Source: an optimization exercise on an open RTL-to-GDS flow (aim: small area). Production flows keep margins and buffers that such runs may drop.
RTL that was checked went through simulation tests only; none was proved equivalent to the original.
Power figures rest on the tool's default switching activity, not on a simulated workload.

// Hough
module Hough(
	input wire			nReset,
	input wire			Clk,
	input wire 	[7:0]	PixelIn,
	input wire			FrameIn,
	input wire			LineIn,
	output reg	[7:0]	PixelOut,
	output reg			FrameOut,
	output reg			LineOut
);
For scale: roughly 1300 cells after synthesis, roughly 730 flip-flops, about 19000 sq um of cells after synthesis.
==> module Hough, before the edit <==
module Hough(
	input wire			nReset,
	input wire			Clk,
	input wire 	[7:0]	PixelIn,
	input wire			FrameIn,
	input wire			LineIn,
	output reg	[7:0]	PixelOut,
	output reg			FrameOut,
	output reg			LineOut
);
	localparam N = 105;
	reg [6*N-1:0] line;
	always @(posedge Clk)
		line <= {line[6*N-7:0], PixelIn[7:2]};
	reg [5:0] Wm1;
	reg [7:0] ri;
	reg [7:0] Hm1;
	always @(posedge Clk or negedge nReset) begin
		if (!nReset)
			ri <= 8'd254;
		else if (FrameIn)
			ri <= 8'd0;
		else if (LineIn)
			ri <= ri + 8'd1;
	end
	always @(posedge Clk)
		if (FrameIn) Hm1 <= ri;
	wire [4:0] a = Wm1[5:1];
	wire       b = Wm1[0];
	wire [24:1] sel;
	wire [5:0]  M1, M2;
	genvar g, k;
	generate
		for (g = 1; g <= 24; g = g + 1) begin : dec
			assign sel[g] = (a == g);
		end
		for (k = 0; k < 6; k = k + 1) begin : tap
			wire [24:1] d1, d2;
			for (g = 1; g <= 24; g = g + 1) begin : pos
				assign d1[g] = line[6*(100-2*g) + k];
				assign d2[g] = line[6*(98-4*g) + k];
			end
			Select24 s1 (.d(d1), .s(sel), .y(M1[k]));
			Select24 s2 (.d(d2), .s(sel), .y(M2[k]));
		end
	endgenerate
	reg  [5:0] Q1, P1, P2, Q2a, Q2b, S1, S2;
	wire [5:0] X1 = b ? M1 : Q1;	 
	wire [5:0] X2 = b ? M2 : Q2b;	 
	always @(posedge Clk) begin
		Q1  <= M1;
		P1  <= X1;
		P2  <= P1;	 
		Q2a <= M2;
		Q2b <= Q2a;
		S1  <= X2;	 
		S2  <= S1;	 
	end
	wire [5:0] p0 = line[6*104 +: 6];	 
	wire [5:0] p2 = line[6*102 +: 6];	 
	wire [5:0] dv;
	reg  [5:0] ve;
	reg  [4:0] vd;
	always @(posedge Clk) begin
		ve <= dv;
		vd <= ve[5:1];
	end
	wire [7:0] sum;
	EdgeSum es (.p0(p0), .p2(p2), .X1(X1), .P2(P2), .X2(X2), .S2(S2),
		.ve(ve), .vd(vd), .dv(dv), .sum(sum));
	reg       run;
	reg [5:0] co;
	reg [7:0] ro;
	reg       Lc;		 
	reg       Lr;		 
	reg       q;
	wire [5:0] co1 = co + 6'd1;
	wire [7:0] ro1 = ro + 8'd1;
	wire       E = (co1 == Wm1);	 
	wire       F = (ro1 == Hm1);	 
	wire start = !run && (ro == 8'd104);
	always @(posedge Clk or negedge nReset) begin
		if (!nReset) begin
			run <= 1'b0;
			ro  <= 8'd0;
		end else if (!run) begin
			run <= start;
			ro  <= start ? 8'd0 : ro1;
		end else if (Lc)
			ro  <= Lr ? 8'd0 : ro1;
	end
	always @(posedge Clk) begin
		if (!run) begin
			co <= (LineIn || start) ? 6'd0 : co1;
			if (LineIn) Wm1 <= co;
			Lc <= 1'b0;
			Lr <= 1'b0;
		end else begin
			co <= Lc ? 6'd0 : co1;
			Lc <= !Lc && E;
			if (Lc) Lr <= !Lr && F;
		end
	end
	wire mask = Lc | E | Lr | F;
	always @(posedge Clk) begin
		q        <= (ro == {2'b0, co1});
		FrameOut <= (co == 6'd0) && (ro == 8'd0);
		LineOut  <= (co == 6'd0);
		PixelOut <= q ? 8'hFF : (mask ? 8'h00 : sum);
	end
endmodule
clock: 10.0 ns
lec_check: 0
cap_margin: 20
core_margin: 2
core_utilization: 30
cts_buf_list: sky130_fd_sc_hd__clkbuf_16
cts_cluster_diameter: 100
cts_cluster_size: 30
slew_margin: 20
synth_hierarchical: 1
run.sh (not shown) runs the stock make flow with config.mk's settings and CLKGATE_MAP_FILE= SYNTH_SCRIPT=/design/flow/synth_recipe.tcl, a recipe that flattens the netlist after the stock synthesis.
Edit:
--- a/flow/design.v
+++ b/flow/design.v
@@ -25,25 +25,24 @@
 	end
 	always @(posedge Clk)
 		if (FrameIn) Hm1 <= ri;
 	wire [4:0] a = Wm1[5:1];
 	wire       b = Wm1[0];
-	wire [24:1] sel;
+	wire [24:1] sel1, sel2;
 	wire [5:0]  M1, M2;
+	Decode24 dec1 (.a(a), .s(sel1));
+	Decode24 dec2 (.a(a), .s(sel2));
 	genvar g, k;
 	generate
-		for (g = 1; g <= 24; g = g + 1) begin : dec
-			assign sel[g] = (a == g);
-		end
 		for (k = 0; k < 6; k = k + 1) begin : tap
 			wire [24:1] d1, d2;
 			for (g = 1; g <= 24; g = g + 1) begin : pos
 				assign d1[g] = line[6*(100-2*g) + k];
 				assign d2[g] = line[6*(98-4*g) + k];
 			end
-			Select24 s1 (.d(d1), .s(sel), .y(M1[k]));
-			Select24 s2 (.d(d2), .s(sel), .y(M2[k]));
+			Select24 s1 (.d(d1), .s(sel1), .y(M1[k]));
+			Select24 s2 (.d(d2), .s(sel2), .y(M2[k]));
 		end
 	endgenerate
 	reg  [5:0] Q1, P1, P2, Q2a, Q2b, S1, S2;
 	wire [5:0] X1 = b ? M1 : Q1;	 
 	wire [5:0] X2 = b ? M2 : Q2b;	 
@@ -106,10 +105,21 @@
 		q        <= (ro == {2'b0, co1});
 		FrameOut <= (co == 6'd0) && (ro == 8'd0);
 		LineOut  <= (co == 6'd0);
 		PixelOut <= q ? 8'hFF : (mask ? 8'h00 : sum);
 	end
+endmodule
+module Decode24(
+	input wire [4:0] a,
+	output wire [24:1] s
+);
+	genvar g;
+	generate
+		for (g = 1; g <= 24; g = g + 1) begin : dec
+			assign s[g] = (a == g);
+		end
+	endgenerate
 endmodule
 module Select24(
 	input wire [24:1] d,
 	input wire [24:1] s,
 	output wire y
The changed run completed without violations. Worst hold slack degrades by 0.037 ns. Global-route usage went up by 1.1 points. Final cell count went up by 1.7%. Utilization went up by 0.20 points. Worst setup slack degrades by 0.060 ns. Synthesized area went up by 1.5%. Wire length went up by 11%. Sequential share of layout area went down by 0.90 points. Sequential power stays flat. Die area went up by 1.4%. Synthesized cell count went up by 2.9%. Combinational power barely changes. Cell area went up by 1.3%.
The RTL of the second run of this note was laid out without a check of its function.

==> port drivers added, routing unchanged <==
In the flow no input, the clock included, has a driving cell. The finished layouts below were timed again as built, in two steps. Step 1 (the two cells are an assumption about what drives the block):
set clk [get_ports {Clk}]
set_driving_cell -lib_cell sky130_fd_sc_hd__clkbuf_16 $clk
set_driving_cell -lib_cell sky130_fd_sc_hd__buf_2 [delete_from_list [all_inputs] $clk]
Step 2 also shifts input and output timing later by t, the mid clock arrival at the registers, as if the neighbouring blocks saw the same clock. a / b / c = ideal / step 1 / step 2; a / b = the first two.
run	shift t [ns]	setup WS [ns]	latest minus earliest clock arrival (ns)
the first run	0.643	0.516 / 0.516 / 0.516	0.016 / 0.016
the second run	0.661	0.455 / 0.455 / 0.455	0.058 / 0.059
After both steps every run listed still meets setup and hold.
